This design comes from an exercise in tuning for small area, a short achievable clock period and few clock cycles on the open sky130 flow, not from production work.
Where RTL was checked, it was by simulation tests only, not by an equivalence proof against the original.
Function not checked in runs 3 to 7: the RTL went through the layout flow alone.
No activity file was given, so power comes from the tool's default toggle rates.

### flow/design.v
module demosaic(clk, reset, in_en, data_in, wr_r, addr_r, wdata_r, rdata_r, wr_g, addr_g, wdata_g, rdata_g, wr_b, addr_b, wdata_b, rdata_b, done);
input clk;
input reset;
input in_en;
input [7:0] data_in;
output reg wr_r;
output reg [13:0] addr_r;
output reg [7:0] wdata_r;
input [7:0] rdata_r;
output reg wr_g;
output reg [13:0] addr_g;
output reg [7:0] wdata_g;
input [7:0] rdata_g;
output reg wr_b;
output reg [13:0] addr_b;
output reg [7:0] wdata_b;
input [7:0] rdata_b;
output reg done;
localparam M_STREAM = 2'd0, M_LAST = 2'd1, M_POST = 2'd2;
reg [1:0] mode;
reg [13:0] pos;
reg pre;          
reg last;         
reg q0, q1, q2;   
reg [7:0] mo_p, mo_q, uo;    
reg [8:0] vr;                
reg [9:0] vm;                
reg [7:0] to_q, me_b;        
reg [8:0] p1, p2;            
reg [7:0] te;                
reg [8:0] w_a, w_b;          
wire [6:0] x = pos[13:7];
wire [6:0] y = pos[6:0];
wire is_r = ~x[0] &  y[0];
wire is_b =  x[0] & ~y[0];
wire is_g = ~(is_r | is_b);
wire [6:0] ym2 = y - 7'd2;
wire [6:0] xb  = x[0] ? x - 7'd2 : x + 7'd2;
wire [13:0] s_addr_r = {is_g ? xb : x, is_r ? y : ym2};
wire [13:0] s_addr_g = {is_b ? xb : x, is_g ? y : ym2};
wire [13:0] s_addr_b = {is_r ? xb : x, is_b ? y : ym2};
wire post = (mode == M_POST) & ~done;
wire [5:0] s  = pos[13:8];
wire [5:0] c6 = pos[5:0];
wire [5:0] sm = s + 6'd1;      
wire [5:0] smp1 = s + 6'd2;
wire [5:0] c6p1 = c6 + 6'd1;
wire [5:0] c6p2 = c6 + 6'd2;
wire fin = q1 & last & (s == 6'd62);
wire [8:0] rl = mo_p + mo_q;
wire [9:0] rd = vm + rdata_b;
wire [7:0] sum_r = q0 ? rl[8:1] : q1 ? vr[8:1] : rd[9:2];
wire [9:0] tg = p1 + p2;
wire [7:0] sum_g = tg[9:2];
wire [8:0] bl = te + rdata_r;
wire [9:0] bd = w_a + w_b;
wire [7:0] sum_b = q0 ? bl[8:1] : q1 ? bd[9:2] : w_b[8:1];
always @(posedge clk or posedge reset) begin
    if (reset) begin
        mode <= M_STREAM;
        done <= 1'b0;
    end else begin
        case (mode)
            M_STREAM: if (in_en && (&pos)) mode <= M_LAST;
            M_LAST:   mode <= M_POST;
            default:  if (post && fin) done <= 1'b1;
        endcase
    end
end
always @(posedge clk) begin
    if (reset) begin
        pos <= 14'd0;
        wr_r <= 1'b0; wr_g <= 1'b0; wr_b <= 1'b0;
    end else if (mode == M_STREAM) begin
        wr_r <= in_en; wr_g <= in_en; wr_b <= in_en;
        if (in_en) pos <= pos + 14'd1;
    end else if (mode == M_LAST) begin
        wr_r <= 1'b0; wr_g <= 1'b0; wr_b <= 1'b0;
        pos <= {6'd0, 2'd0, 6'd63};
        pre <= 1'b1; last <= 1'b0;
        q0 <= 1'b1; q1 <= 1'b0; q2 <= 1'b0;
    end else if (post) begin
        q0 <= q2 | (q1 & last);
        q1 <= q0;
        q2 <= q1 & ~last;
        if (q1 & last) begin
            pos[13:8] <= sm; pre <= 1'b1; last <= 1'b0;
        end
        if (q2) begin
            pre <= 1'b0; pos[5:0] <= c6p1; last <= (c6 == 6'd62);
        end
        wr_r <= (q0 & ~pre) | (q1 & ~last & ~pre) | q2;
        wr_g <= (q0 & ~pre & ~last) | q2;
        wr_b <= (q0 & ~pre & ~last) | (q1 & ~last & ~pre) | q2;
    end else begin
        wr_r <= 1'b0; wr_g <= 1'b0; wr_b <= 1'b0;
    end
end
always @(posedge clk) begin
    if (q0) te <= rdata_r;
    if (q1) begin
        mo_p <= mo_q; mo_q <= rdata_g;
        to_q <= rdata_b;
    end
    if (q2) uo <= rdata_b;
    if (q2) me_b <= rdata_g;
    else if (q0 & pre) me_b <= rdata_b;    
end
always @(posedge clk) begin
    w_b <= q0 ? rdata_r + rdata_g : w_b;
    w_a <= w_b;                         
    vr  <= uo + mo_q;                   
    vm  <= vr + rdata_g;                
    p1  <= me_b + to_q;                 
    p2  <= rdata_r + (q1 ? rdata_b : rdata_g);
end
always @(posedge clk) begin
    if (mode == M_STREAM) begin
        addr_r <= s_addr_r; addr_g <= s_addr_g; addr_b <= s_addr_b;
        wdata_r <= data_in; wdata_g <= data_in; wdata_b <= data_in;
    end else begin
        if (mode[0]) begin
            addr_r <= {7'd1, 7'd126}; addr_g <= {7'd1, 7'd126}; addr_b <= {7'd2, 7'd126};
        end else if (q0) begin
            addr_r <= {sm, 1'b0, c6, 1'b0};
            addr_g <= {sm, 1'b0, c6, 1'b1};
            addr_b <= {s, 1'b1, c6, 1'b1};
        end else if (q1 & ~last) begin
            addr_r <= {s, 1'b1, c6, 1'b1};
            addr_g <= {sm, 1'b0, c6p2, 1'b0};
            addr_b <= {sm, 1'b0, c6, 1'b1};
        end else begin
            addr_r <= {q2 ? s : sm, 1'b1, q2 ? c6p1 : c6, 1'b0};
            addr_g <= {q2 ? s : sm, 1'b1, q2 ? c6p1 : c6, 1'b0};
            addr_b <= {q2 ? sm : smp1, 1'b0, q2 ? c6p1 : c6, 1'b0};
        end
        wdata_r <= sum_r; wdata_g <= sum_g; wdata_b <= sum_b;
    end
end
endmodule
### flow/standard.sh
#!/bin/bash
# synth_recipe.tcl (not shown) runs the flow's synth.tcl, then flattens the netlist and writes it again
# the make line also repeats each setting of config.mk as NAME=value (left out here)
make -C /OpenROAD-flow-scripts/flow DESIGN_CONFIG=/design/flow/config.mk WORK_HOME=/design/flow/orfs CLKGATE_MAP_FILE= SYNTH_SCRIPT=/design/flow/synth_recipe.tcl "${@:-finish}"
### flow/flow/run.sh
#!/bin/bash
# Standard layout, but with small port buffers instead of the delay-cell
# default that buffer_ports picks.
cp standard.sh standard_sh_copy.log
export BUFFER_PORTS_ARGS="-buffer_cell sky130_fd_sc_hd__buf_1"
bash standard.sh > standard.log 2>&1
### flow/constraint.sdc
create_clock -name core_clock -period 5.5 [get_ports {clk}]
set_input_delay 1.1000 -clock core_clock [delete_from_list [all_inputs] [get_ports {clk}]]
set_output_delay 1.1000 -clock core_clock [all_outputs]
set_load 0.01 [all_outputs]
### flow/config.mk
export PLATFORM = sky130hd
export DESIGN_NAME = demosaic
export DESIGN_NICKNAME = demosaic
export VERILOG_FILES = /design/flow/design.v
export SDC_FILE = /design/flow/constraint.sdc
export NUM_CORES = 4
export LEC_CHECK = 0
export CAP_MARGIN = 0
export CORE_MARGIN = 2
export CORE_UTILIZATION = 40
export CTS_BUF_LIST = sky130_fd_sc_hd__clkbuf_8
export SETUP_SLACK_MARGIN = 3
export SLEW_MARGIN = 0
==> key figures, run 1 <==
STA
  • Max-slew violations: 0
  • Setup_tns: 0 ns
  • Max_slew headroom: 43.9%
  • Tightest Pin Transition: 0.841 ns
  • Final Hold Vio Count: 0
  • Fin crit period: between 2 and 2.5 ns
  • Hold_ws: 0.404 ns
  • Fin crit share: between 40% and 50%
  • Final setup viols: 0
  • RSZ-0062 raised after global routing: yes
  • Final worst slack: slightly above 3 ns
  • Worst clock skew: 0.0179 ns
  • F_max: 405 MHz

GRT
  • Vias in the first global route: 7,855
  • First-pass GRT wire length: around 42,000 µm
  • Tot GR Track Use: between 20% and 30%
  • Largest net degree at the start of global routing: 60
  • Initial antenna violation count: 1
  • Total global routing overflow: 0

Logic synthesis
  • Cell taking the most area after synthesis: dfxtp_1
  • Sequential area share after synthesis: 43.5%
  • Avg Cell Area, Syn: 9.80 µm²
  • Unique masters post-synth: 73
  • Post-synth EDFFs: 62
  • Top cell type's share of synthesized area: around a quarter
  • Cell area after synthesis: 10,400 µm²
  • Area contributors post-synth: dfxtp_1 25%, edfxtp_1 18%, ha_1 11%
  • Asr flop ratio synth: 1.55%
  • #FFs+latches synth: a little under 200
  • Post-Syn Instances: 1,059
  • Yosys warnings: 1
  • Syn Nets: 1,189
  • Top FF cell, synth: dfxtp_1

Place
  • DP HPWL: roughly 19,000 µm
  • DP Cell Count: 1,448
  • # port buffers: 104
  • Place WS: 2.29 ns
  • GPL Wtd Cong: 0.857

Finish
  • Commonest non-fill, non-tap cell in the layout: dfxtp_1
  • Non-filler cells, final: 1,495
  • Share of cells above drive strength 1: 9.97%
  • FILL cells: 2,413
  • Final core occ: 45.8%
  • Final net count: 1,280
  • Area Overhead vs Synth: 11.8%
  • Most frequent cells in the layout: 128 x dfxtp_1, 97 x buf_1, 85 x a21oi_1
  • Area occupied by multi-input gates: 5580 µm²
  • Reg area: 4520 µm²

Clock tree
  • Skew-Pair Late Insertion Delay: 0.49 ns
  • Clock slew at reported path FFs: 0.12 ns
  • Post-CTS Hold Fix Bufs: 0
  • CTS Buffer Depth: 2
  • H-tree depth: 4
  • Clock Sinks: just under 200
  • CTS root buffer: clkbuf_8
  • Clock buffer count from CTS: 17
  • TritonCTS clock tree: done

Status
  • Outcome: complete, no violations

Worst hold path
  • WHS Path Cells: 0
  • Worst hold path type: register to register
  • Min-delay src: w_b[4]

Setup path
  • Reg2reg setup slack: between 3 and 4 ns
  • Critical path endpoint category: register
  • Worst setup path startpoint: rdata_g[0]
  • Worst path required time: 5.87 ns
  • WS Path Type: input port to register
  • Startpoint class of the critical path: input port
  • CP Data Arrival Time: about 2.8 ns
  • Origin of the critical flop-to-flop path: q1
  • Reg2reg path depth: 9
  • Worst-path maximum fanout: 5

Routing
  • Via-per-instance ratio: 5.41
  • # DRC: 0
  • Via Count: 8,095
  • WL per Instance: 17.8 µm
  • DRT iter0 DRCs: 710
  • Post-route ant nets: 0
  • Drt total wl: around 27,000 µm
  • Initial DRT Pass Iterations: 5

Power and ir drop
  • Leak pwr: 4.51 nW
  • Pwr dens: 318 nW/µm²
  • Peak supply drop: 0.000161 V

Die
  • DIE WIDTH: 165 µm
  • Height of the die: approximately 170 µm
  • Initial core utilization: just over 40%
  • # rows: 58
  • Core Area: 25,300 µm²
  • IO Count: 105
  • Total Die Area: 27,300 µm²

Run
  • MaxCap Viol Count: 0
[critical path, cell delays in order]
cell	delay (ns)
buf_6	0.11
ha_2	0.19
fa_2	0.35
a21o_1	0.18
a21oi_2	0.18
nor2b_1	0.06
o21a_1	0.20
o41a_1	0.33
xor2_1	0.15
[worst paths after layout]
| kind | endpoint |
|---|---|
| hold / removal | w_a[4] |
| hold reg to reg | w_a[4] |
| setup / recovery | vm[8] |
| max in group asynchronous | mode[1] |
| setup reg to reg | p2[6] |
| min in group asynchronous | mode[0] |
[routing by layer]
layer	GRT usage, %	share of wire, %
met2	30.6	45
met1	28.8	49
met3	3.75	5.3
met5	0	0
met4	5.81	1.4
[synthesized netlist by cell type, drive strengths merged (11+ instances only)]
cell type,n
buf,28
o21ai,73
mux2,16
o22ai,11
o21a,13
nand3,23
inv,29
dfxtp,129
nor2,87
nand2b,16
xor2,26
nor2b,22
ha,88
a21oi,97
nor3,28
edfxtp,62
a21o,17
clkbuf,22
or3,11
nand2,74
xnor2,60
[flip-flops by register name, summed over array words and instances, names as in the netlist, 9 cells and up]
name,cells
w_b,9
pos,14
addr_g,14
p1,9
addr_r,14
vm,10
addr_b,14
w_a,9
p2,9
vr,9
[per-stage QoR]
stage | power, mW | cell area, µm²
2_1_floorplan | 2.52 | 10500
3_3_place_gp | 2.78 | 11000
3_5_place_dp | 2.80 | 11000
4_1_cts | 3.71 | 11500
5_1_grt | 3.91 | 11600
6_report | 3.69 | 11600
[report_power, final]
part | switching (mW) | total [mW] | internal (mW) | leakage (nW)
Combinational | 0.568 | 1.01 | 0.443 | 2.60
Sequential | 0.0875 | 1.77 | 1.68 | 1.72
Clock | 0.574 | 0.911 | 0.337 | 0.198
Total | 1.23 | 3.69 | 2.46 | 4.51
[repair_timing]
item	in CTS	in global routing
pin swaps	2	8
gates resized for setup	12	16
gates cloned	2	1
setup endpoints to repair	26	14
hold endpoints to repair	0	0
setup buffers	1	9
[cells by family after synthesis]
| family | count (synthesis) | share of synthesized area [%] |
|---|---|---|
| AO/OA/AOI/OAI | 291 | 17.6 |
| AND/OR/NAND/NOR | 290 | 13.4 |
| flip-flops | 194 | 43.5 |
| adder cells (fa/ha/maj) | 95 | 12.0 |
| XOR/XNOR | 86 | 7.26 |
| buffers and inverters | 79 | 3.74 |
| multiplexers | 24 | 2.51 |
[layout make-up]
cell class | instances | area share [%]
inverters | 29 | 0.981
clock inverters | 15 | 1.24
diodes | 2 | 0.0431
clock buffers | 17 | 2.02
well taps | 330 | 3.56
multi-input cells | 787 | 48.1
flip-flops and latches | 194 | 39.0
repair buffers | 121 | 5.14
Testbench counts, summed over its fixed seeds: cycles 457,744.
==> inputs of run 2 (changes only) <==
--- a/flow/config.mk
+++ b/flow/config.mk
@@ -7,7 +7,7 @@
 export LEC_CHECK = 0
-export CAP_MARGIN = 0
+export CAP_MARGIN = 20
 export CORE_MARGIN = 2
-export CORE_UTILIZATION = 40
-export CTS_BUF_LIST = sky130_fd_sc_hd__clkbuf_8
+export CORE_UTILIZATION = 50
+export CTS_BUF_LIST = sky130_fd_sc_hd__clkbuf_8 sky130_fd_sc_hd__clkbuf_16
 export SETUP_SLACK_MARGIN = 3
-export SLEW_MARGIN = 0
+export SLEW_MARGIN = 20
==> run 2 against run 1 <==
Still clean. Clock power up 27%. Synthesized cell count unchanged. Clock skew down 0.0037 ns. Worst setup slack worse by 0.045 ns. Cell count down 4.1%. Register-to-register slack about the same. Sequential share of layout area down 0.48 points. Critical path type unchanged. Critical endpoint is now p2[7]. Largest cell class unchanged.
==> key figures, run 2 <==
Power and ir drop
  • Peak supply drop: ~0.00025 V
  • Int Power: 2.75 mW
  • Leak pwr: 4.61 nW
  • Pwr dens: 336 nW/µm²
  • Comb pwr share: 25.8%
  • Switch Pwr: 1.20 mW
  • Sw Ratio: roughly 30%
  • Power share of the sequential group: 44.8%
  • Clk pwr share: 29.4%

Logic synthesis
  • Top cell type's share of synthesized area: approximately 25%
  • Most frequent cell after synthesis: dfxtp_1
  • Unique masters post-synth: 73
  • List of most frequent post-synthesis cells: 129 x dfxtp_1, 94 x a21oi_1, 88 x ha_1
  • Asr flop ratio synth: 1.55%
  • Cell taking the most area after synthesis: dfxtp_1
  • Top FF cell, synth: dfxtp_1
  • Yosys warnings: 1
  • Post-synth EDFFs: 62
  • Syn Nets: 1,189
  • Avg Cell Area, Syn: ~9.8 µm²
  • Area contributors post-synth: dfxtp_1 25%, edfxtp_1 18%, ha_1 11%
  • Cell area after synthesis: 10,400 µm²
  • Sequential area share after synthesis: 43.5%
  • #FFs+latches synth: 194
  • Post-Syn Instances: 1,059

Die
  • IO Count: 105
  • Initial core utilization: 51.1%
  • DIE WIDTH: between 100 and 150 µm
  • Total Die Area: 21,900 µm²
  • Core Area: 20,300 µm²
  • Height of the die: 148 µm
  • # rows: 52

STA
  • Fin crit period: between 2 and 3 ns
  • Final worst slack: 2.99 ns
  • Max_slew headroom: 44.0%
  • Final Hold Vio Count: 0
  • Final setup viols: 0
  • Worst clock skew: around 0.014 ns
  • Max-slew violations: 0
  • Tightest Pin Transition: 0.838 ns
  • F_max: between 300 and 400 MHz
  • Fin crit share: between 40% and 50%
  • Setup_tns: 0 ns
  • RSZ-0062 raised after global routing: yes

Worst hold path
  • Worst hold path type: register to register

Routing
  • # DRC: 0
  • Drt total wl: 25,300 µm
  • Post-route ant nets: 0
  • Initial DRT Pass Iterations: 6
  • DRT iter0 DRCs: 583
  • Via-per-instance ratio: about 5.6
  • Via Count: 8,035
  • WL per Instance: 17.7 µm

Setup path
  • Critical path endpoint category: register
  • WS Path Type: input port to register
  • CP Data Arrival Time: 2.83 ns
  • Startpoint class of the critical path: input port
  • Worst-path maximum fanout: 5
  • Worst path required time: 5.82 ns

Finish
  • Share of cells above drive strength 1: 10.6%
  • Final net count: 1,279
  • FILL cells: 1,837
  • Commonest non-fill, non-tap cell in the layout: dfxtp_1
  • Area Overhead vs Synth: 13.3%
  • Area occupied by multi-input gates: 5640 µm²
  • Most frequent cells in the layout: 128 x dfxtp_1, 94 x buf_1, 84 x a21oi_1, 84 x nor2_1, 84 x ha_1
  • Reg area: 4520 µm²

Clock tree
  • Clock buffer count from CTS: 17
  • Skew-Pair Late Insertion Delay: ~0.43 ns
  • TritonCTS clock tree: done
  • Clock Sinks: 194
  • H-tree depth: 4
  • CTS root buffer: clkbuf_16
  • Clock slew at reported path FFs: around 0.070 ns
  • CTS Buffer Depth: 2

Place
  • # port buffers: roughly 100
  • DP HPWL: 18,100 µm
  • GPL Wtd Cong: 0.813
  • Place WS: 2.21 ns

GRT
  • Met2 GRT Util: 35.3%
  • Largest net degree at the start of global routing: 52
  • GR met1 Demand/Resource: 35.6%
  • First-pass GRT wire length: roughly 40,000 µm
  • GR Util met3: 4.02%
  • Tot GR Track Use: 23.6%
  • Total global routing overflow: 0
  • Busiest grt layer: met1
  • Vias in the first global route: slightly below 8,000
  • Initial antenna violation count: 0

Status
  • Outcome: complete, no violations

Run
  • MaxCap Viol Count: 0
-- run 2: cell count changes in the layout (fill, tap and decap cells not counted), sizes merged --
cell      delta
clkbuf       +4
diode        -1
buf          -1
inv          -6
clkinvlp     +1
clkinv       +2
bufbuf       -1
-- run 2: through the flow --
stage / hold WS, ns / cells / util [%] / power (mW) / instance area (µm²)
2_1_floorplan: 0.366 / 1059 / - / 2.52 / 10500
3_5_place_dp: 0.392 / 1388 / 54.0 / 2.78 / 11000
3_3_place_gp: 0.391 / 1388 / 54.0 / 2.78 / 11000
4_1_cts: 0.408 / 1428 / 57.3 / 3.95 / 11600
6_report: 0.405 / 1433 / 57.9 / 3.95 / 11800
5_1_grt: 0.420 / 1432 / 57.9 / 4.17 / 11800
-- run 2: routing by layer --
layer	share of wire [%]	vias up
li1	-	4006
met1	51	3775
met2	43	229
met3	4.9	25
met4	1.3	0
met5	0	-
-- run 2: area by class of cell --
type / count / share of cell area [%]
diodes: 1 / 0.0213
multi-input cells: 787 / 47.9
clock inverters: 12 / 0.681
repair buffers: 120 / 5.04
clock buffers: 20 / 3.97
flip-flops and latches: 194 / 38.5
well taps: 270 / 2.87
inverters: 29 / 1.01
-- run 2: power groups by stage --
stage	clock network (mW)	logic [mW]	registers, mW
global route	1.24	1.15	1.79
detailed placement	0	0.980	1.80
floorplan	0	0.692	1.82
finish	1.16	1.02	1.77
CTS	1.18	0.999	1.77
global placement	0	0.972	1.80
-- run 2: critical path, stage by stage --
cell and delay (ns):
buf_1 0.19, mux2_2 0.31, ha_1 0.32, nor2b_1 0.15
o21a_1 0.20, o41a_1 0.41, xor2_1 0.15
-- run 2: cells by family (layout without fill, tap and decap cells) --
family / Yosys count / count (layout) / synth area share, %
xor+xnor: 86 / 86 / 7.26
simple gates: 290 / 291 / 13.4
flops: 194 / 194 / 43.5
compound gates: 291 / 291 / 17.6
mux: 24 / 24 / 2.51
fa+ha+maj: 95 / 95 / 12.0
buf+inv: 79 / 181 / 3.74
other cells: 0 / 1 / 0
-- run 2: path summary, 6_finish.rpt --
| kind | from | end | slack (ns) | cells after the start |
|---|---|---|---|---|
| min in group asynchronous | reset | mode[0] | 0.96 | 2 |
| hold reg to reg | w_b[1] | w_a[1] | 0.41 | 0 |
| setup reg to reg | mode[1] | wdata_b[6] | 3.15 | 7 |
| hold / removal | w_b[1] | w_a[1] | 0.41 | 0 |
| max in group asynchronous | reset | mode[1] | 4.29 | 2 |
| setup / recovery | rdata_g[3] | p2[7] | 2.99 | 7 |
-- run 2: repair_timing --
action	CTS	global route
setup buffers	7	4
resized for setup	13	36
hold buffers	0	0
endpoints found under the setup margin	41	23
pin swaps	4	13
gates cloned	1	0
==> inputs of run 3 (changes only) <==
--- a/flow/design.v
+++ b/flow/design.v
@@ -28,3 +28,4 @@
 reg [7:0] to_q, me_b;        
-reg [8:0] p1, p2;            
+reg [8:0] p1;                
+reg [8:0] gy, gz;            
 reg [7:0] te;                
@@ -51,4 +52,5 @@
 wire [9:0] rd = vm + rdata_b;
+wire [8:0] gzs = rdata_r + rdata_g;    
 wire [7:0] sum_r = q0 ? rl[8:1] : q1 ? vr[8:1] : rd[9:2];
-wire [9:0] tg = p1 + p2;
+wire [9:0] tg = p1 + (q2 ? gy : gz);
 wire [7:0] sum_g = tg[9:2];
@@ -109,3 +111,3 @@
 always @(posedge clk) begin
-    w_b <= q0 ? rdata_r + rdata_g : w_b;
+    if (q0) w_b <= gzs;
     w_a <= w_b;                         
@@ -114,3 +116,4 @@
     p1  <= me_b + to_q;                 
-    p2  <= rdata_r + (q1 ? rdata_b : rdata_g);
+    gy  <= rdata_r + rdata_b;           
+    gz  <= gzs;                         
 end
==> flow/config.mk (replaced) <==
export PLATFORM = sky130hd
export DESIGN_NAME = demosaic
export DESIGN_NICKNAME = demosaic
export VERILOG_FILES = /design/flow/design.v
export SDC_FILE = /design/flow/constraint.sdc
export NUM_CORES = 4
export LEC_CHECK = 0
export ABC_CLOCK_PERIOD_IN_PS = 2500
export CAP_MARGIN = 20
export CORE_MARGIN = 2
export CORE_UTILIZATION = 40
export CTS_BUF_LIST = sky130_fd_sc_hd__clkbuf_8
export SETUP_SLACK_MARGIN = 3.2
export SLEW_MARGIN = 20
==> run 3 against run 2 <==
Non-clock buffer count grew 2. Synthesized area grew 3.3%. Critical path depth grew 1. Synthesized cell count grew 5.4%. Sequential share of layout area shrank 1.1 points. Flip-flop and latch count grew 9.
==> key figures, run 3 <==
Logic synthesis
  • Area contributors post-synth: dfxtp_1 26%, edfxtp_1 17%, ha_1 10%
  • Top FF cell, synth: dfxtp_1
  • Top cell type's share of synthesized area: 25.8%
  • #FFs+latches synth: 203
  • Cell area after synthesis: 10,700 µm²
  • Avg Cell Area, Syn: 9.60 µm²
  • Syn Nets: between 1,000 and 1,500
  • Most frequent cell after synthesis: dfxtp_1
  • Cell taking the most area after synthesis: dfxtp_1
  • Post-Syn Instances: 1,116
  • Asr flop ratio synth: 1.48%
  • Post-synth EDFFs: 62
  • Yosys warnings: 1
  • Sequential area share after synthesis: 43.8%
  • Unique masters post-synth: a little under 80
  • List of most frequent post-synthesis cells: 138 x dfxtp_1, 101 x nand2_1, 95 x nor2_1

Die
  • Height of the die: 168 µm
  • Core Area: about 26,000 µm²
  • IO Count: 105
  • Total Die Area: approximately 28,000 µm²
  • DIE WIDTH: 168 µm
  • Initial core utilization: 40.9%
  • # rows: between 50 and 60

STA
  • RSZ-0062 raised after global routing: yes
  • Setup_tns: 0 ns
  • Fin crit share: 43.1%
  • Max-slew violations: 0
  • Hold_ws: between 0.3 and 0.4 ns
  • Fin crit period: 2.37 ns
  • F_max: 422 MHz
  • Max_slew headroom: a little under three fifths
  • Final setup viols: 0
  • Worst clock skew: 0.0231 ns
  • Final Hold Vio Count: 0
  • Tightest Pin Transition: 0.651 ns

Power and ir drop
  • Switch Pwr: roughly 1.4 mW
  • Power share of the sequential group: 41.9%
  • Pwr dens: 354 nW/µm²
  • Comb pwr share: between 20% and 30%
  • Clk pwr share: 32.2%
  • Peak supply drop: around 0.00024 V
  • Int Power: between 3 and 4 mW
  • Leak pwr: 5.03 nW
  • Sw Ratio: 30.9%

Routing
  • Via Count: 8,639
  • Detail Route met2 WL: 12,300 µm
  • Drt total wl: 28,500 µm
  • DRT iter0 DRCs: 533
  • Via-per-instance ratio: 5.44
  • WL per Instance: 17.9 µm
  • Post-route ant nets: 0
  • # DRC: 0
  • WL met1: ~14,000 µm
  • Initial DRT Pass Iterations: 5
  • Routed wl met3: 1750 µm
  • Max layer used: met4

Worst hold path
  • Worst hold path type: register to register

Setup path
  • Worst path bufs/invs: 1
  • Slowest cell on crit path: or4_1
  • Worst setup path startpoint: q2
  • Cell depth of the worst setup path: 8
  • Reg2reg path depth: 8
  • Critical Path, Cell by Cell: buf_12 > mux2_4 > ha_4 > and2_1 > o2111ai_2 > o21ai_2 > or4_1 > a31o_2
  • R2R Path End: wdata_g[6]
  • Startpoint class of the critical path: register
  • Cell family with most CP delay: simple AND/OR/NAND/NOR gates
  • Critical Path End: wdata_g[6]
  • Worst path required time: 5.92 ns
  • Worst-path maximum fanout: 9
  • Critical path endpoint category: register
  • CP Data Arrival Time: between 2 and 3 ns
  • WS Path Type: register to register
  • Reg2reg setup slack: 3.13 ns
  • Origin of the critical flop-to-flop path: q2
  • Max incr delay on CP: 0.46 ns

Finish
  • Most frequent cells in the layout: 132 x dfxtp_1, 98 x nand2_1, 94 x nor2_1
  • Commonest non-fill, non-tap cell in the layout: dfxtp_1
  • N_diodes: 0
  • Reg area: between 4000 and 5000 µm²
  • Final net count: ~1,400
  • Share of cells above drive strength 1: 14.5%
  • Area Overhead vs Synth: 17.7%
  • Area occupied by multi-input gates: 5970 µm²
  • FILL cells: 2,479

Clock tree
  • H-tree depth: 2
  • CTS Buffer Depth: 3
  • CTS root buffer: clkbuf_8
  • Post-CTS Hold Fix Bufs: 0
  • Clock buffer count from CTS: 37
  • Clock slew at reported path FFs: approximately 0.06 ns
  • Clock Sinks: 203
  • TritonCTS clock tree: done
  • Skew-Pair Late Insertion Delay: 0.54 ns

Run
  • MaxCap Viol Count: 0

Place
  • GPL Wtd Cong: 0.867
  • # port buffers: about 100
  • DP HPWL: 20,000 µm

GRT
  • First-pass GRT wire length: 45,100 µm
  • Initial antenna violation count: 0
  • Tot GR Track Use: 20.3%
  • Largest net degree at the start of global routing: 49
  • Vias in the first global route: 8,397
  • Total global routing overflow: 0

Status
  • Outcome: complete, no violations
==> run 3: cell type report <==
cell class | count | share of cell area [%]
multi-input cells | 823 | 47.3
flip-flops and latches | 203 | 37.3
repair buffers | 122 | 4.96
clock buffers | 42 | 4.58
well taps | 335 | 3.32
clock inverters | 25 | 1.24
inverters | 39 | 1.23
==> run 3: metal layers <==
metal  up-vias  GRT usage (%)
met1      4099           28.9
met2       269           31.1
met3        57           3.76
met4         0           6.77
li1       4214              -
met5         -              0
==> run 3: logic make-up after synthesis <==
| kind of cell | count (synthesis) | synth area share [%] |
|---|---|---|
| AO/OA/AOI/OAI | 299 | 17.2 |
| XOR/XNOR | 89 | 7.27 |
| adder cells (fa/ha/maj) | 95 | 11.6 |
| buffers and inverters | 90 | 3.85 |
| flip-flops | 203 | 43.8 |
| multiplexers | 27 | 2.71 |
| AND/OR/NAND/NOR | 313 | 13.5 |
==> run 3: metrics by stage <==
step	power [mW]	util, %	instances	instance area, µm²	setup WS, ns
2_1_floorplan	2.69	-	1116	11000	2.90
3_3_place_gp	2.98	44.2	1511	11600	2.55
3_5_place_dp	3.00	44.2	1511	11600	2.50
4_1_cts	4.46	47.4	1583	12400	3.13
5_1_grt	4.73	48.1	1589	12600	3.06
6_report	4.46	48.1	1589	12600	3.13
==> run 3: power groups by stage <==
stage | Combinational [mW] | Clock (mW) | Sequential, mW
3_5_place_dp | 1.11 | 0 | 1.89
5_1_grt | 1.29 | 1.55 | 1.89
6_report | 1.16 | 1.44 | 1.87
4_1_cts | 1.12 | 1.48 | 1.86
3_3_place_gp | 1.09 | 0 | 1.89
2_1_floorplan | 0.785 | 0 | 1.91
==> run 3: worst reg2reg max path, stage by stage, from the launching register on <==
cell	delay (ns)
edfxtp_1	0.43
buf_12	0.17
mux2_4	0.31
ha_4	0.23
and2_1	0.16
o2111ai_2	0.17
o21ai_2	0.09
or4_1	0.46
a31o_2	0.24
==> run 3: how the worst min path moves through the flow <==
stage               slack (ns)  depth (start not counted)   start  endpoint
finish                    0.39                          0  w_b[0]    w_a[0]
global route              0.41                          0  w_b[2]    w_a[2]
CTS                       0.39                          0  w_b[0]    w_a[0]
detailed placement        0.37                          0  w_b[0]    w_a[0]
global placement          0.36                          0  w_b[0]    w_a[0]
floorplan                 0.35                          0  w_b[0]    w_a[0]
==> run 3: what timing repair did <==
item / CTS / global route
gates resized for setup: 17 / 49
gates cloned: 1 / 0
endpoints found under the setup margin: 54 / 34
setup buffers: 4 / 6
pin swaps: 0 / 15
endpoints found under the hold margin: 0 / 0
==> inputs of run 4 (changes only) <==
--- a/flow/config.mk
+++ b/flow/config.mk
@@ -12,3 +12,3 @@
 export CTS_BUF_LIST = sky130_fd_sc_hd__clkbuf_8
-export SETUP_SLACK_MARGIN = 3.2
+export SETUP_SLACK_MARGIN = 3
 export SLEW_MARGIN = 20
==> run 4 against run 3 <==
Still clean on timing, DRC and antenna. Utilization fell by 1.3 points. Total power rose by 0.67%. Synthesized cell count did not move. Cell area fell by 2.8%. Flip-flop and latch count did not move. Highest routed layer unchanged.
==> key figures, run 4 <==
Clock tree
  • CTS Buffer Depth: 3
  • Skew-Pair Late Insertion Delay: 0.55 ns
  • Clock buffer count from CTS: 37
  • CTS root buffer: clkbuf_8
  • TritonCTS clock tree: done
  • Post-CTS Hold Fix Bufs: 0
  • H-tree depth: 2
  • Clock slew at reported path FFs: 0.07 ns
  • Clock Sinks: around 200

Setup path
  • Critical path endpoint category: register
  • Startpoint class of the critical path: register
  • Cell family with most CP delay: simple AND/OR/NAND/NOR gates
  • Worst-path maximum fanout: 18
  • CP Data Arrival Time: roughly 2.9 ns
  • Worst path bufs/invs: 1
  • Worst path required time: 5.93 ns
  • Slowest cell on crit path: or4_1
  • Max incr delay on CP: 0.47 ns
  • Critical Path, Cell by Cell: buf_6 > mux2_2 > ha_1 > and2_1 > o2111ai_2 > o21ai_2 > or4_1 > a31o_2
  • WS Path Type: register to register

STA
  • Worst clock skew: about 0.028 ns
  • Max_slew headroom: between 30% and 40%
  • Fin crit share: 45.0%
  • Max-slew violations: 0
  • Final setup viols: 0
  • Tightest Pin Transition: 0.933 ns
  • F_max: just over 400 MHz
  • Final Hold Vio Count: 0
  • RSZ-0062 raised after global routing: yes
  • Setup_tns: 0 ns
  • Fin crit period: 2.48 ns

GRT
  • Initial antenna violation count: 0
  • Tot GR Track Use: 19.9%
  • Largest net degree at the start of global routing: 49
  • First-pass GRT wire length: 44,400 µm
  • Total global routing overflow: 0
  • Vias in the first global route: around 8,300

Logic synthesis
  • Unique masters post-synth: 77
  • Syn Nets: 1,246
  • #FFs+latches synth: 203
  • Cell taking the most area after synthesis: dfxtp_1
  • Top FF cell, synth: dfxtp_1
  • Sequential area share after synthesis: 43.8%
  • Post-Syn Instances: 1,116
  • Area contributors post-synth: dfxtp_1 26%, edfxtp_1 17%, ha_1 10%
  • List of most frequent post-synthesis cells: 138 x dfxtp_1, 101 x nand2_1, 95 x nor2_1
  • Top cell type's share of synthesized area: 25.8%
  • Cell area after synthesis: 10,700 µm²
  • Yosys warnings: 1
  • Post-synth EDFFs: 62
  • Asr flop ratio synth: about 1.5%
  • Most frequent cell after synthesis: dfxtp_1
  • Avg Cell Area, Syn: about 9.6 µm²

Die
  • Initial core utilization: 40.9%
  • Core Area: 26,200 µm²
  • # rows: slightly below 60
  • IO Count: ~110
  • Total Die Area: 28,100 µm²
  • Height of the die: 168 µm
  • DIE WIDTH: 168 µm

Status
  • Outcome: complete, no violations

Place
  • # port buffers: 104
  • Placed cell areas: between 10,000 and 15,000 µm²
  • GPL Wtd Cong: around 0.87
  • DP HPWL: 20,200 µm

Power and ir drop
  • Peak supply drop: 0.000214 V
  • Sw Ratio: 30.5%
  • Clk pwr share: 34.7%
  • Switch Pwr: 1.37 mW
  • Pwr dens: 366 nW/µm²
  • Power share of the sequential group: around two fifths
  • Int Power: 3.12 mW
  • Comb pwr share: 23.8%
  • Leak pwr: 4.91 nW

Routing
  • DRT iter0 DRCs: 586
  • Initial DRT Pass Iterations: 4
  • Drt total wl: 28,300 µm
  • # DRC: 0
  • Via Count: 8,586
  • Post-route ant nets: 0
  • Via-per-instance ratio: 5.43
  • WL per Instance: 17.9 µm

Worst hold path
  • Worst hold path type: register to register

Finish
  • Share of cells above drive strength 1: 10.4%
  • Final net count: 1,346
  • N_diodes: 0
  • Fin area: 12,300 µm²
  • Most frequent cells in the layout: 138 x dfxtp_1, 102 x buf_1, 100 x nand2_1
  • Area Overhead vs Synth: 14.4%
  • Commonest non-fill, non-tap cell in the layout: dfxtp_1

Run
  • MaxCap Viol Count: 0
[run 4: cell counts after synthesis]
No cell type changed its count.
[run 4: path summary, 6_finish.rpt]
check	slack (ns)	cells past startpoint	to	start
setup / recovery	3.02	8	wdata_g[6]	q2
hold / removal	0.40	0	w_a[0]	w_b[0]
setup reg to reg	3.02	8	wdata_g[6]	q2
hold reg to reg	0.40	0	w_a[0]	w_b[0]
max in group asynchronous	4.37	2	done	reset
min in group asynchronous	0.92	2	mode[1]	reset
[run 4: cell families (layout without fill, tap and decap cells)]
group	count (synthesis)	after routing	share of synthesized area, %
DFF	203	203	43.8
muxes	27	27	2.71
xor gates and xnor gates	89	89	7.27
buffers and inverters	90	219	3.85
adders and majority gates	95	95	11.6
and+or+nand+nor	313	313	13.5
AOI/OAI and AO/OA	299	299	17.2
[run 4: layout make-up]
cell class / instances / area [µm²]
multi-input combinational: 823 / 5730
clock buffer: 41 / 564
fill: 2520 / 13900
sequential: 203 / 4700
timing repair buffer: 112 / 464
tap: 335 / 419
clock inverter: 27 / 234
inverter: 39 / 155
[run 4: power by group through the flow]
stage / combinational (mW) / sequential, mW / clock [mW]
after global routing: 1.20 / 1.88 / 1.65
after global placement: 1.03 / 1.90 / 0
final: 1.07 / 1.87 / 1.56
after floorplan: 0.758 / 1.90 / 0
after detailed placement: 1.05 / 1.90 / 0
after CTS: 1.06 / 1.87 / 1.59
[run 4: per-layer routing]
metal,vias up,global-route usage (%),part of all wire (%)
li1,4201,-,-
met5,-,0,0
met2,274,30.2,43
met3,43,3.47,6.4
met4,0,5.71,2.0
met1,4068,29.1,49
[run 4: stage by stage]
stage	hold slack, ns	setup slack [ns]	utilization (%)	std cells	power (mW)
floorplan	0.349	2.90	-	1116	2.66
global route	0.410	2.91	46.8	1580	4.73
CTS	0.398	2.95	46.6	1580	4.52
finish	0.396	3.02	46.8	1580	4.49
detailed placement	0.385	2.38	43.5	1510	2.95
global placement	0.362	2.39	43.5	1510	2.93
[run 4: what timing repair did]
item | CTS | global route
resized for setup | 3 | 15
setup buffers | 2 | 0
endpoints found under the hold margin | 0 | 0
endpoints found under the setup margin | 23 | 23
==> inputs of run 5 (changes only) <==
--- a/flow/design.v
+++ b/flow/design.v
@@ -28,4 +28,3 @@
 reg [7:0] to_q, me_b;        
-reg [8:0] p1;                
-reg [8:0] gy, gz;            
+reg [8:0] p1, p2;            
 reg [7:0] te;                
@@ -50,11 +49,12 @@
 wire fin = q1 & last & (s == 6'd62);
-wire [8:0] rl = mo_p + mo_q;
-wire [9:0] rd = vm + rdata_b;
-wire [8:0] gzs = rdata_r + rdata_g;    
-wire [7:0] sum_r = q0 ? rl[8:1] : q1 ? vr[8:1] : rd[9:2];
-wire [9:0] tg = p1 + (q2 ? gy : gz);
+wire [7:0] ai = q0 ? rdata_r : q1 ? rdata_g : rdata_b;
+wire [9:0] ar = q0 ? {2'b0, te} : q1 ? {1'b0, vr} : vm;
+wire [9:0] ax = ar + ai;         
+wire [8:0] py = rdata_r + (q1 ? rdata_b : rdata_g);    
+wire [8:0] s2 = (q0 ? mo_p : me_b) + (q0 ? mo_q : to_q);    
+wire [9:0] s3 = (q0 ? {1'b0, uo} : w_a) + (q0 ? {1'b0, mo_q} : w_b);   
+wire [7:0] sum_r = q0 ? s2[8:1] : q1 ? vr[8:1] : ax[9:2];
+wire [9:0] tg = p1 + p2;
 wire [7:0] sum_g = tg[9:2];
-wire [8:0] bl = te + rdata_r;
-wire [9:0] bd = w_a + w_b;
-wire [7:0] sum_b = q0 ? bl[8:1] : q1 ? bd[9:2] : w_b[8:1];
+wire [7:0] sum_b = q0 ? ax[8:1] : q1 ? s3[9:2] : w_b[8:1];
 always @(posedge clk or posedge reset) begin
@@ -111,9 +111,8 @@
 always @(posedge clk) begin
-    if (q0) w_b <= gzs;
+    if (q0) w_b <= py;
     w_a <= w_b;                         
-    vr  <= uo + mo_q;                   
-    vm  <= vr + rdata_g;                
-    p1  <= me_b + to_q;                 
-    gy  <= rdata_r + rdata_b;           
-    gz  <= gzs;                         
+    vr  <= s3[8:0];                     
+    vm  <= ax;                          
+    p1  <= s2;                          
+    p2  <= py;
 end
==> run 5 against run 4 <==
Still clean. Fmax shrank 17%. Highest routed layer unchanged. Largest power group unchanged. Combinational power decreased by 49%. Synthesized area fell by 6.8%.
==> key figures, run 5 <==
Place
  • GPL Wtd Cong: between 0.8 and 0.9
  • DP HPWL: ~19,000 µm
  • Place WS: between 1.5 and 2 ns
  • Placed cell areas: 10,700 µm²
  • # port buffers: 104
  • DP Cell Count: roughly 1,400

Die
  • Initial core utilization: 41.0%
  • Total Die Area: 26,300 µm²
  • IO Count: 105
  • Core Area: 24,400 µm²
  • DIE WIDTH: roughly 160 µm
  • # rows: 57
  • Height of the die: 162 µm

Routing
  • DRT iter0 DRCs: ~700
  • WL per Instance: 19.2 µm
  • Drt total wl: around 29,000 µm
  • # DRC: 0
  • Via-per-instance ratio: about 5.5
  • Via Count: 8,312
  • Post-route ant nets: 0
  • Initial DRT Pass Iterations: 5

Finish
  • Non-filler cells, final: roughly 1,500
  • N_diodes: 0
  • Fin area: between 10,000 and 15,000 µm²
  • Most frequent cells in the layout: 126 x dfxtp_1, 100 x buf_1, 84 x o21ai_0
  • FILL cells: 2,272
  • Commonest non-fill, non-tap cell in the layout: dfxtp_1
  • Share of cells above drive strength 1: 20.2%
  • Final net count: between 1,000 and 1,500
  • Area Overhead vs Synth: 23.2%

GRT
  • Largest net degree at the start of global routing: a little under 60
  • Total global routing overflow: 0
  • Tot GR Track Use: 21.6%
  • First-pass GRT wire length: 43,700 µm
  • Vias in the first global route: 7,805
  • Initial antenna violation count: 0

STA
  • Final worst slack: 2.51 ns
  • Fin crit period: 2.99 ns
  • Final setup viols: 0
  • Setup_tns: 0 ns
  • Fin crit share: 54.4%
  • Tightest Pin Transition: 0.825 ns
  • Max_slew headroom: 44.9%
  • RSZ-0062 raised after global routing: yes
  • Worst clock skew: 0.0226 ns
  • Final Hold Vio Count: 0
  • F_max: 334 MHz
  • Max-slew violations: 0
  • Hold_ws: 0.382 ns

Logic synthesis
  • Area contributors post-synth: dfxtp_1 26%, edfxtp_1 19%, ha_1 6.6%
  • Yosys warnings: 1
  • Cell area after synthesis: roughly 10000 µm²
  • Post-synth EDFFs: between 60 and 70
  • List of most frequent post-synthesis cells: 129 x dfxtp_1, 107 x o21ai_0, 82 x nand2_1
  • Post-Syn Instances: 1,040
  • Sequential area share after synthesis: 45.2%
  • #FFs+latches synth: about 190
  • Unique masters post-synth: a little under 80
  • Top FF cell, synth: dfxtp_1
  • Cell taking the most area after synthesis: dfxtp_1
  • Top cell type's share of synthesized area: 25.8%
  • Most frequent cell after synthesis: dfxtp_1
  • Avg Cell Area, Syn: 9.61 µm²
  • Syn Nets: 1,132
  • Asr flop ratio synth: under 10%

Setup path
  • Worst-path maximum fanout: 6
  • Worst path required time: 5.92 ns
  • Critical path endpoint category: register
  • Reg2reg path depth: 15
  • Origin of the critical flop-to-flop path: q0
  • WS Path Type: register to register
  • Reg2reg setup slack: 2.51 ns
  • CP Data Arrival Time: 3.41 ns
  • Startpoint class of the critical path: register
  • R2R Path End: wdata_b[6]

Worst hold path
  • Worst hold path type: register to register
  • Hold EP: w_a[4]
  • Min-delay src: w_b[4]
  • WHS Path Cells: 0

Power and ir drop
  • Peak supply drop: 0.000153 V
  • Leak pwr: 4.89 nW
  • Pwr dens: 255 nW/µm²

Clock tree
  • Clock slew at reported path FFs: 0.09 ns
  • TritonCTS clock tree: done
  • CTS Buffer Depth: 2
  • Clock buffer count from CTS: 17
  • Post-CTS Hold Fix Bufs: 0
  • CTS root buffer: clkbuf_8
  • H-tree depth: 4
  • Skew-Pair Late Insertion Delay: about 0.48 ns
  • Clock Sinks: just under 200

Run
  • MaxCap Viol Count: 0

Status
  • Outcome: complete, no violations
[run 5: cell type report]
type | count | area [µm²] | area share, %
clock inverters | 14 | 153 | 1.24
well taps | 324 | 405 | 3.29
multi-input cells | 735 | 5580 | 45.4
clock buffers | 18 | 248 | 2.01
inverters | 50 | 191 | 1.56
repair buffers | 175 | 1200 | 9.77
flip-flops and latches | 194 | 4520 | 36.8
[run 5: logic make-up (layout without fill, tap and decap cells)]
kind of cell,count (synthesis),count (layout),synth area share [%]
mux,58,58,6.22
buf+inv,111,257,4.66
xor+xnor,65,65,5.70
flops,194,194,45.2
compound gates,289,289,17.9
simple gates,266,266,12.9
fa+ha+maj,57,57,7.44
[run 5: layer usage]
layer | GRT usage (%) | part of all wire, %
met5 | 0 | 0
met3 | 3.88 | 5.5
met2 | 36.0 | 49
met4 | 6.60 | 1.9
met1 | 28.5 | 44
[run 5: through the flow]
| step | utilization, % | total power, mW |
|---|---|---|
| 6_report | 50.5 | 3.13 |
| 5_1_grt | 50.5 | 3.26 |
| 3_5_place_dp | 44.0 | 2.10 |
| 2_1_floorplan | - | 1.95 |
| 4_1_cts | 48.6 | 3.08 |
| 3_3_place_gp | 44.0 | 2.09 |
[run 5: worst max-delay path: stages (launching register included)]
cell and delay (ns):
edfxtp_1 0.42, buf_6 0.17, buf_12 0.13, buf_4 0.13, buf_8 0.12, nand2_2 0.05, o21a_1 0.19, inv_2 0.07
ha_4 0.21, a21o_1 0.20, and4_4 0.20, a311oi_4 0.27, buf_6 0.19, o22ai_4 0.11, a221oi_4 0.29, a211o_2 0.18
[run 5: what timing repair did]
action,4_1_cts,5_1_grt
hold endpoints to repair,0,0
gates resized for setup,71,67
setup buffers,36,20
endpoints found under the setup margin,87,48
cloned,6,0
pin swaps,34,44
[run 5: worst max-delay path by stage]
stage,startpoint,endpoint,depth (start not counted)
6_report,q0,wdata_b[6],15
5_1_grt,q0,wdata_b[6],15
4_1_cts,q0,wdata_b[6],11
3_5_place_dp,rdata_b[1],wdata_r[5],11
3_3_place_gp,rdata_b[1],wdata_r[5],11
2_1_floorplan,q0,wdata_b[6],12
[run 5: power by group]
group	switching (mW)	internal (mW)	leakage [nW]
clock	0.543	0.424	0.205
combinational	0.300	0.242	2.96
sequential	0.0473	1.58	1.72
total	0.891	2.24	4.89
==> inputs of run 6 (changes only) <==
--- a/flow/design.v
+++ b/flow/design.v
@@ -24,9 +24,10 @@
 reg q0, q1, q2;   
-reg [7:0] mo_p, mo_q, uo;    
+reg [7:0] ta, tb;            
+reg [8:0] st;                
+reg [7:0] de_a, de_b;        
+reg [7:0] mo_p, mo_q;        
+reg [7:0] uo;                
 reg [8:0] vr;                
-reg [9:0] vm;                
-reg [7:0] to_q, me_b;        
-reg [8:0] p1, p2;            
-reg [7:0] te;                
-reg [8:0] w_a, w_b;          
+reg [7:0] ue, to_q, me_b, do_;    
+reg [8:0] p1;                
 wire [6:0] x = pos[13:7];
@@ -37,6 +38,7 @@
 wire [6:0] ym2 = y - 7'd2;
+wire [6:0] ym4 = y - 7'd4;
 wire [6:0] xb  = x[0] ? x - 7'd2 : x + 7'd2;
-wire [13:0] s_addr_r = {is_g ? xb : x, is_r ? y : ym2};
-wire [13:0] s_addr_g = {is_b ? xb : x, is_g ? y : ym2};
-wire [13:0] s_addr_b = {is_r ? xb : x, is_b ? y : ym2};
+wire [13:0] s_addr_r = is_r ? {x, y} : is_b ? {x, ym4} : {xb, ym2};
+wire [13:0] s_addr_g = is_g ? {x, y} : is_b ? {xb, ym2} : {x, ym2};
+wire [13:0] s_addr_b = is_b ? {x, y} : is_g ? {x, ym2} : {xb, ym4};
 wire post = (mode == M_POST) & ~done;
@@ -49,12 +51,12 @@
 wire fin = q1 & last & (s == 6'd62);
-wire [7:0] ai = q0 ? rdata_r : q1 ? rdata_g : rdata_b;
-wire [9:0] ar = q0 ? {2'b0, te} : q1 ? {1'b0, vr} : vm;
-wire [9:0] ax = ar + ai;         
-wire [8:0] py = rdata_r + (q1 ? rdata_b : rdata_g);    
-wire [8:0] s2 = (q0 ? mo_p : me_b) + (q0 ? mo_q : to_q);    
-wire [9:0] s3 = (q0 ? {1'b0, uo} : w_a) + (q0 ? {1'b0, mo_q} : w_b);   
-wire [7:0] sum_r = q0 ? s2[8:1] : q1 ? vr[8:1] : ax[9:2];
-wire [9:0] tg = p1 + p2;
+wire [8:0] rl = mo_p + mo_q;
+wire [8:0] vn = uo + mo_q;
+wire [9:0] rd = vr + uo + mo_q;
+wire [7:0] sum_r = q0 ? rl[8:1] : q1 ? vr[8:1] : rd[9:2];
+wire [9:0] tg = p1 + (q0 ? do_ : ue) + (q0 ? me_b : to_q);
 wire [7:0] sum_g = tg[9:2];
-wire [7:0] sum_b = q0 ? ax[8:1] : q1 ? s3[9:2] : w_b[8:1];
+wire [8:0] tt = ta + tb;
+wire [9:0] bd = st + de_a + de_b;
+wire [8:0] bu = ta + de_b;
+wire [7:0] sum_b = q0 ? tt[8:1] : q1 ? bd[9:2] : bu[8:1];
 always @(posedge clk or posedge reset) begin
@@ -80,5 +82,5 @@
         wr_r <= 1'b0; wr_g <= 1'b0; wr_b <= 1'b0;
-        pos <= {6'd0, 2'd0, 6'd63};
-        pre <= 1'b1; last <= 1'b0;
-        q0 <= 1'b1; q1 <= 1'b0; q2 <= 1'b0;
+        pos <= {6'd63, 2'd0, 6'd63};
+        pre <= 1'b0; last <= 1'b1;
+        q0 <= 1'b0; q1 <= 1'b1; q2 <= 1'b0;
     end else if (post) begin
@@ -101,18 +103,23 @@
 always @(posedge clk) begin
-    if (q0) te <= rdata_r;
+    if (q0) begin
+        st <= tt;
+        ta <= tb; tb <= rdata_r;                  
+        de_a <= de_b; de_b <= rdata_g;            
+        if (pre) me_b <= rdata_b;                 
+    end
     if (q1) begin
-        mo_p <= mo_q; mo_q <= rdata_g;
-        to_q <= rdata_b;
+        if (pre) ta <= rdata_r;                   
+        else ue <= rdata_r;                       
+        mo_p <= mo_q; mo_q <= rdata_g;            
+        to_q <= rdata_b;                          
+        p1 <= me_b + to_q;                        
+        if (last) uo <= rdata_b;                  
     end
-    if (q2) uo <= rdata_b;
-    if (q2) me_b <= rdata_g;
-    else if (q0 & pre) me_b <= rdata_b;    
-end
-always @(posedge clk) begin
-    if (q0) w_b <= py;
-    w_a <= w_b;                         
-    vr  <= s3[8:0];                     
-    vm  <= ax;                          
-    p1  <= s2;                          
-    p2  <= py;
+    if (q2) begin
+        do_ <= rdata_r;                           
+        vr <= vn;                                 
+        uo <= rdata_b;                            
+        p1 <= me_b + to_q;                        
+        me_b <= rdata_g;                          
+    end
 end
@@ -124,7 +131,7 @@
         if (mode[0]) begin
-            addr_r <= {7'd1, 7'd126}; addr_g <= {7'd1, 7'd126}; addr_b <= {7'd2, 7'd126};
+            addr_r <= {7'd2, 7'd125}; addr_g <= {7'd2, 7'd125}; addr_b <= {7'd2, 7'd125};
         end else if (q0) begin
-            addr_r <= {sm, 1'b0, c6, 1'b0};
+            addr_r <= pre ? {s, 1'b1, 6'd62, 1'b0} : {sm, 1'b0, c6, 1'b0};
             addr_g <= {sm, 1'b0, c6, 1'b1};
-            addr_b <= {s, 1'b1, c6, 1'b1};
+            addr_b <= last ? {smp1, 1'b0, 6'd62, 1'b1} : {s, 1'b1, c6, 1'b1};
         end else if (q1 & ~last) begin
==> run 6 against run 5 <==
Total power is 18% higher. Largest cell class unchanged. Utilization is 1.8 points lower. Critical path type unchanged. Combinational power is 3% lower. Clock power is 51% higher. Highest routed layer unchanged. Die area is 16% higher. Sequential share of layout area is 1.0 points higher. Sequential power is 6% higher. Wire length is 12% higher. Register-to-register slack worse by 0.04 ns. First-iteration DRC count is 11% lower. Non-clock buffer count is 18 lower.
==> key figures, run 6 <==
Status
  • Outcome: complete, no violations

Clock tree
  • Clock slew at reported path FFs: 0.07 ns
  • CTS Buffer Depth: 3
  • H-tree depth: 2
  • Clock Sinks: 206
  • TritonCTS clock tree: done
  • CTS root buffer: clkbuf_8
  • Skew-Pair Late Insertion Delay: 0.54 ns
  • Clock buffer count from CTS: 36

Finish
  • Share of cells above drive strength 1: 16.4%
  • Commonest non-fill, non-tap cell in the layout: edfxtp_1
  • Final net count: about 1,400
  • Area Overhead vs Synth: 20.0%
  • Final core occ: 48.7%
  • Most frequent cells in the layout: 112 x edfxtp_1, 104 x buf_1, 92 x nand2_1
  • N_diodes: 0
  • Fin area: 13,900 µm²

Logic synthesis
  • Post-Syn Instances: 1,151
  • List of most frequent post-synthesis cells: 112 x edfxtp_1, 97 x o21ai_0, 94 x nand2_1
  • Most frequent cell after synthesis: edfxtp_1
  • Syn Nets: approximately 1,300
  • Top cell type's share of synthesized area: 28.9%
  • Avg Cell Area, Syn: 10.1 µm²
  • Yosys warnings: 1
  • Unique masters post-synth: 70
  • Area contributors post-synth: edfxtp_1 29%, dfxtp_1 16%, ha_1 8.1%
  • Cell taking the most area after synthesis: edfxtp_1
  • Sequential area share after synthesis: 45.3%
  • Top FF cell, synth: edfxtp_1
  • Cell area after synthesis: 11,600 µm²
  • Asr flop ratio synth: 1.46%
  • Post-synth EDFFs: 112
  • #FFs+latches synth: 206

GRT
  • Tot GR Track Use: approximately a fifth
  • Initial antenna violation count: 0
  • Vias in the first global route: between 9,000 and 10,000
  • First-pass GRT wire length: about 50,000 µm
  • Largest net degree at the start of global routing: between 50 and 60
  • Total global routing overflow: 0

Routing
  • Via Count: 9,328
  • Initial DRT Pass Iterations: 6
  • DRT iter0 DRCs: 634
  • Drt total wl: 32,600 µm
  • Via-per-instance ratio: 5.49
  • WL per Instance: 19.2 µm
  • # DRC: 0
  • Post-route ant nets: 0

Setup path
  • Worst path required time: 5.88 ns
  • Startpoint class of the critical path: register
  • Slowest cell on crit path: fa_2
  • Worst-path maximum fanout: 7
  • Critical Path End: wdata_g[5]
  • Critical path endpoint category: register
  • Cell depth of the worst setup path: 12
  • WS Path Type: register to register
  • Reg2reg path depth: 12
  • Worst path bufs/invs: 2
  • Origin of the critical flop-to-flop path: q0
  • R2R Path End: wdata_g[5]
  • Reg2reg setup slack: 2.46 ns
  • CP Data Arrival Time: 3.41 ns
  • Critical Path, Cell by Cell: buf_12 > mux2_4 > fa_2 > inv_2 > fa_2 > nor2b_4 > o21ai_2 > a21boi_2 > o21ai_1 > nand2b_1 > xnor2_1 > o21ai_1
  • Worst setup path startpoint: q0
  • Cell family with most CP delay: adder cells
  • Max incr delay on CP: 0.59 ns

Power and ir drop
  • Comb pwr share: approximately 14%
  • Peak supply drop: around 0.00014 V
  • Sw Ratio: a little over a quarter
  • Tot Pwr: 3.70 mW
  • Leak pwr: 5.38 nW
  • Clk pwr share: 39.3%
  • Switch Pwr: slightly below 1 mW
  • Pwr dens: 266 nW/µm²
  • Int Power: around 2.7 mW
  • Power share of the sequential group: 46.5%

STA
  • RSZ-0062 raised after global routing: yes
  • Fin crit period: 3.04 ns
  • Tightest Pin Transition: 0.892 ns
  • Final setup viols: 0
  • Final Hold Vio Count: 0
  • Final worst slack: about 2.5 ns
  • Setup_tns: 0 ns
  • Max_slew headroom: 40.6%
  • Max-slew violations: 0
  • F_max: approximately 330 MHz
  • Fin crit share: between 50% and 60%
  • Worst clock skew: 0.0280 ns

Die
  • Total Die Area: 30,400 µm²
  • DIE WIDTH: 174 µm
  • Height of the die: 174 µm
  • # rows: between 60 and 70
  • IO Count: 105
  • Initial core utilization: 40.6%
  • Core Area: between 20,000 and 30,000 µm²

Worst hold path
  • Worst hold path type: register to register
  • Min-delay src: done

Place
  • Placed cell areas: approximately 12,000 µm²
  • DP HPWL: 22,400 µm
  • # port buffers: 104
  • GPL Wtd Cong: 0.898
  • Place WS: 2.05 ns

Run
  • MaxCap Viol Count: 0
-- run 6: cell types whose count changed after synthesis, sizes merged, moves of 16 or more --
cell / previous run / this run
ha: 53 / 75
fa: 4 / 29
edfxtp: 62 / 112
a21oi: 72 / 92
dfxtp: 129 / 91
a22oi: 0 / 16
-- run 6: power groups by stage --
stage | Sequential, mW | Clock, mW | Combinational (mW)
after floorplan | 1.76 | 0 | 0.287
after global placement | 1.75 | 0 | 0.409
after detailed placement | 1.75 | 0 | 0.416
after CTS | 1.72 | 1.50 | 0.454
after global routing | 1.73 | 1.57 | 0.577
final | 1.72 | 1.46 | 0.525
-- run 6: cells by family (layout without fill, tap and decap cells) --
family,Yosys count,count (layout),synth area share (%)
flops,206,206,45.3
compound gates,316,316,16.5
xor+xnor,73,73,5.50
buf+inv,108,271,3.90
simple gates,308,308,12.4
mux,36,36,3.35
fa+ha+maj,104,104,13.1
-- run 6: timing repair --
item	in CTS	in global routing
gates cloned	2	1
pin swaps	33	42
setup endpoints to repair	44	45
resized for setup	40	66
setup buffers	22	18
hold buffers	0	0
-- run 6: metal layers --
layer / GRT usage [%] / up-vias / wire (µm) / share of wire (%)
li1: - / 4427 / - / -
met1: 29.4 / 4540 / 15300 / 47
met2: 33.2 / 319 / 14800 / 45
met3: 3.74 / 42 / 2000 / 6.1
met4: 6.16 / 0 / 578 / 1.8
met5: 0 / - / 0 / 0
-- run 6: metrics by stage --
stage               instances  hold WS [ns]
detailed placement       1590         0.515
global placement         1590         0.515
finish                   1698         0.528
global route             1698         0.550
floorplan                1151         0.467
CTS                      1679         0.528
-- run 6: how the worst min path moves through the flow --
stage / end / slack [ns] / cells past startpoint
2_1_floorplan: de_a[0] / 0.47 / 0
3_3_place_gp: de_a[6] / 0.52 / 0
3_5_place_dp: mo_p[0] / 0.51 / 0
4_1_cts: de_a[7] / 0.53 / 0
5_1_grt: done / 0.55 / 1
6_report: done / 0.53 / 1
-- run 6: final cells by class --
cell class / count / area [µm²]
repair buffers: 157 / 907
clock buffers: 39 / 537
flip-flops and latches: 206 / 5270
well taps: 384 / 480
fillers: 2681 / 14700
clock inverters: 26 / 200
inverters: 49 / 188
multi-input cells: 837 / 6360
==> inputs of run 7 (changes only) <==
--- a/flow/config.mk
+++ b/flow/config.mk
@@ -7,3 +7,2 @@
 export LEC_CHECK = 0
-export ABC_CLOCK_PERIOD_IN_PS = 2500
 export CAP_MARGIN = 20
@@ -12,3 +11,3 @@
 export CTS_BUF_LIST = sky130_fd_sc_hd__clkbuf_8
-export SETUP_SLACK_MARGIN = 3
+export SETUP_SLACK_MARGIN = 3.3
 export SLEW_MARGIN = 20
==> run 7 against run 6 <==
Combinational power increased by 2%. Non-clock buffer count is 18 higher. Cell area rose by 1.7%. Sequential power about the same. Clock power down 3%. Utilization grew 0.82 points. Fmax grew 4.2%. Worst hold slack gained 0.0030 ns. Largest power group unchanged.
==> key figures, run 7 <==
Status
  • Outcome: complete, no violations

STA
  • Worst clock skew: 0.0222 ns
  • Hold_ws: 0.531 ns
  • Final Hold Vio Count: 0
  • Fin crit period: ~2.9 ns
  • Fin crit share: between 50% and 60%
  • Max-slew violations: 0
  • Setup_tns: 0 ns
  • Final setup viols: 0
  • Max_slew headroom: 47.0%
  • Tightest Pin Transition: between 0.7 and 0.8 ns
  • F_max: 343 MHz
  • RSZ-0062 raised after global routing: yes

Clock tree
  • Post-CTS Hold Fix Bufs: 0
  • TritonCTS clock tree: done
  • Clock buffer count from CTS: 37
  • CTS Buffer Depth: 3
  • H-tree depth: 2
  • CTS root buffer: clkbuf_8
  • Clock Sinks: 206
  • Clock slew at reported path FFs: 0.06 ns
  • Skew-Pair Late Insertion Delay: 0.55 ns

Logic synthesis
  • Post-synth EDFFs: 112
  • Post-Syn Instances: 1,151
  • Area contributors post-synth: edfxtp_1 29%, dfxtp_1 16%, ha_1 8.1%
  • Most frequent cell after synthesis: edfxtp_1
  • Top cell type's share of synthesized area: 28.9%
  • Cell taking the most area after synthesis: edfxtp_1
  • Avg Cell Area, Syn: 10.1 µm²
  • #FFs+latches synth: 206
  • Unique masters post-synth: 70
  • Syn Nets: 1,290
  • Sequential area share after synthesis: 45.3%
  • Top FF cell, synth: edfxtp_1
  • List of most frequent post-synthesis cells: 112 x edfxtp_1, 97 x o21ai_0, 94 x nand2_1
  • Yosys warnings: 1
  • Cell area after synthesis: 11,600 µm²
  • Asr flop ratio synth: 1.46%

Setup path
  • Worst path required time: 5.94 ns
  • CP Data Arrival Time: 3.36 ns
  • Critical Path, Cell by Cell: buf_6 > buf_8 > mux2_2 > fa_2 > buf_4 > ha_4 > a31oi_2 > o21ai_2 > a211oi_2 > o21bai_2 > nand3_2 > nand4_1 > o311ai_1
  • Worst-path maximum fanout: 8
  • Max incr delay on CP: ~0.57 ns
  • Startpoint class of the critical path: register
  • Critical path endpoint category: register
  • Slowest cell on crit path: fa_2
  • WS Path Type: register to register

Power and ir drop
  • Tot Pwr: 3.68 mW
  • Peak supply drop: 0.000170 V
  • Pwr dens: 259 nW/µm²
  • Leak pwr: 5.47 nW

Routing
  • Initial DRT Pass Iterations: 6
  • WL met1: ~15,000 µm
  • Max layer used: met4
  • DRT iter0 DRCs: 903
  • Via-per-instance ratio: around 5.5
  • Post-route ant nets: 0
  • Routed wl met3: about 2200 µm
  • # DRC: 0
  • Detail Route met2 WL: between 10,000 and 15,000 µm
  • Drt total wl: 32,600 µm
  • WL per Instance: 18.9 µm
  • Via Count: 9,402

Die
  • DIE WIDTH: 174 µm
  • # rows: 62
  • Core Area: 28,600 µm²
  • IO Count: 105
  • Initial core utilization: 40.6%
  • Height of the die: 174 µm
  • Total Die Area: 30,400 µm²

Finish
  • Final core occ: 49.5%
  • Fin area: 14,200 µm²
  • N_diodes: 0
  • Commonest non-fill, non-tap cell in the layout: edfxtp_1
  • Most frequent cells in the layout: 112 x edfxtp_1, 98 x buf_1, 92 x nand2_1
  • Share of cells above drive strength 1: 20.9%
  • FILL cells: 2,649
  • Final net count: 1,445
  • Area Overhead vs Synth: 22.0%

GRT
  • Vias in the first global route: 9,216
  • Total global routing overflow: 0
  • Tot GR Track Use: 21.2%
  • Largest net degree at the start of global routing: 55
  • Initial antenna violation count: 0
  • First-pass GRT wire length: around 50,000 µm

Place
  • GPL Wtd Cong: around 0.88
  • Placed cell areas: 12,400 µm²
  • DP HPWL: 22,500 µm
  • # port buffers: 104

Run
  • MaxCap Viol Count: 0

Worst hold path
  • Worst hold path type: register to register
run 7: cell counts after synthesis:
No cell type changed its count.
run 7: layout make-up:
cell class	instances	area [µm²]	share of cell area, %
clock buffers	42	578	4.08
repair buffers	175	1020	7.20
inverters	49	195	1.38
flip-flops and latches	206	5290	37.3
multi-input cells	837	6460	45.6
clock inverters	26	144	1.02
well taps	384	480	3.39
run 7: per-stage QoR:
| stage | setup WS (ns) | instances |
|---|---|---|
| 6_report | 2.59 | 1719 |
| 5_1_grt | 2.44 | 1719 |
| 4_1_cts | 2.59 | 1697 |
| 3_5_place_dp | 1.75 | 1592 |
| 3_3_place_gp | 1.79 | 1592 |
| 2_1_floorplan | 1.82 | 1151 |
run 7: layer usage:
| metal | up-vias | track usage, % |
|---|---|---|
| met5 | - | 0 |
| met4 | 0 | 6.37 |
| met3 | 62 | 3.48 |
| met2 | 301 | 33.0 |
| met1 | 4560 | 30.3 |
| li1 | 4479 | - |
run 7: worst paths after layout:
kind                              start    endpoint  slack (ns)  cells past startpoint
worst max register to register       q0  wdata_g[6]        2.59                     13
worst min register to register  de_b[2]     de_a[2]        0.53                      0
max in group asynchronous         reset     mode[1]        4.59                      3
worst min-delay path            de_b[2]     de_a[2]        0.53                      0
worst max-delay path                 q0  wdata_g[6]        2.59                     13
min in group asynchronous         reset        done        0.67                      3
run 7: what timing repair did:
item,CTS,global route
buffers inserted,36,22
cloned,1,0
gates resized for setup,81,70
setup endpoints to repair,104,60
pin swaps,41,35
run 7: cells by family (layout without fill, tap and decap cells):
family	count (synthesis)	after routing	synth area share, %
compound gates	316	316	16.5
xor+xnor	73	73	5.50
fa+ha+maj	104	104	13.1
buf+inv	108	292	3.90
flops	206	206	45.3
mux	36	36	3.35
simple gates	308	308	12.4
run 7: power by group:
part / internal [mW] / switching [mW]
Combinational: 0.250 / 0.284
Clock: 0.751 / 0.669
Sequential: 1.68 / 0.0370
Total: 2.69 / 0.991
run 7: worst max-delay path: cells and delay by family (launching register included):
| kind | cells | cell delay, ns |
|---|---|---|
| adders and majority gates | 2 | 0.76 |
| AOI/OAI and AO/OA | 5 | 0.77 |
| buffers and inverters | 3 | 0.40 |
| and+or+nand+nor | 2 | 0.19 |
| muxes | 1 | 0.36 |
| DFF | 1 | 0.34 |

==> what the ideal ports hide <==
Ports are ideal in the flow. The routed layouts listed here were re-timed in OpenROAD.
Step 1: set_driving_cell puts a clkbuf_16 on clk and a buf_2 on each other input, an assumption about the parent block.
Step 2 adds t to the input delays and takes it off the output delays; t is the mean of the earliest and latest rising clock arrival at the registers after step 1. Input paths then give back, and output paths get back, about the clock's delay inside the block.
Slacks: ideal / step 1 / step 2; pairs: ideal / step 1.
run | t, ns | setup WS [ns] | worst setup path after step 2
run 1 | 0.520 | 3.031 / 3.045 / 2.525 | input to register
run 2 | 0.473 | 2.986 / 2.977 / 2.504 | input to register
run 3 | 0.570 | 3.131 / 3.131 / 2.663 | input to register
run 4 | 0.573 | 3.023 / 3.023 / 2.513 | input to register
run 5 | 0.515 | 2.508 / 2.508 / 2.109 | input to register
run 6 | 0.565 | 2.465 / 2.465 / 2.465 | register to register
run 7 | 0.579 | 2.586 / 2.586 / 2.586 | register to register
After both steps every run listed still meets setup and hold. For run 4, which loses most, drivers alone change the setup slack by 0.000 ns; drivers and shift together by -0.510 ns.
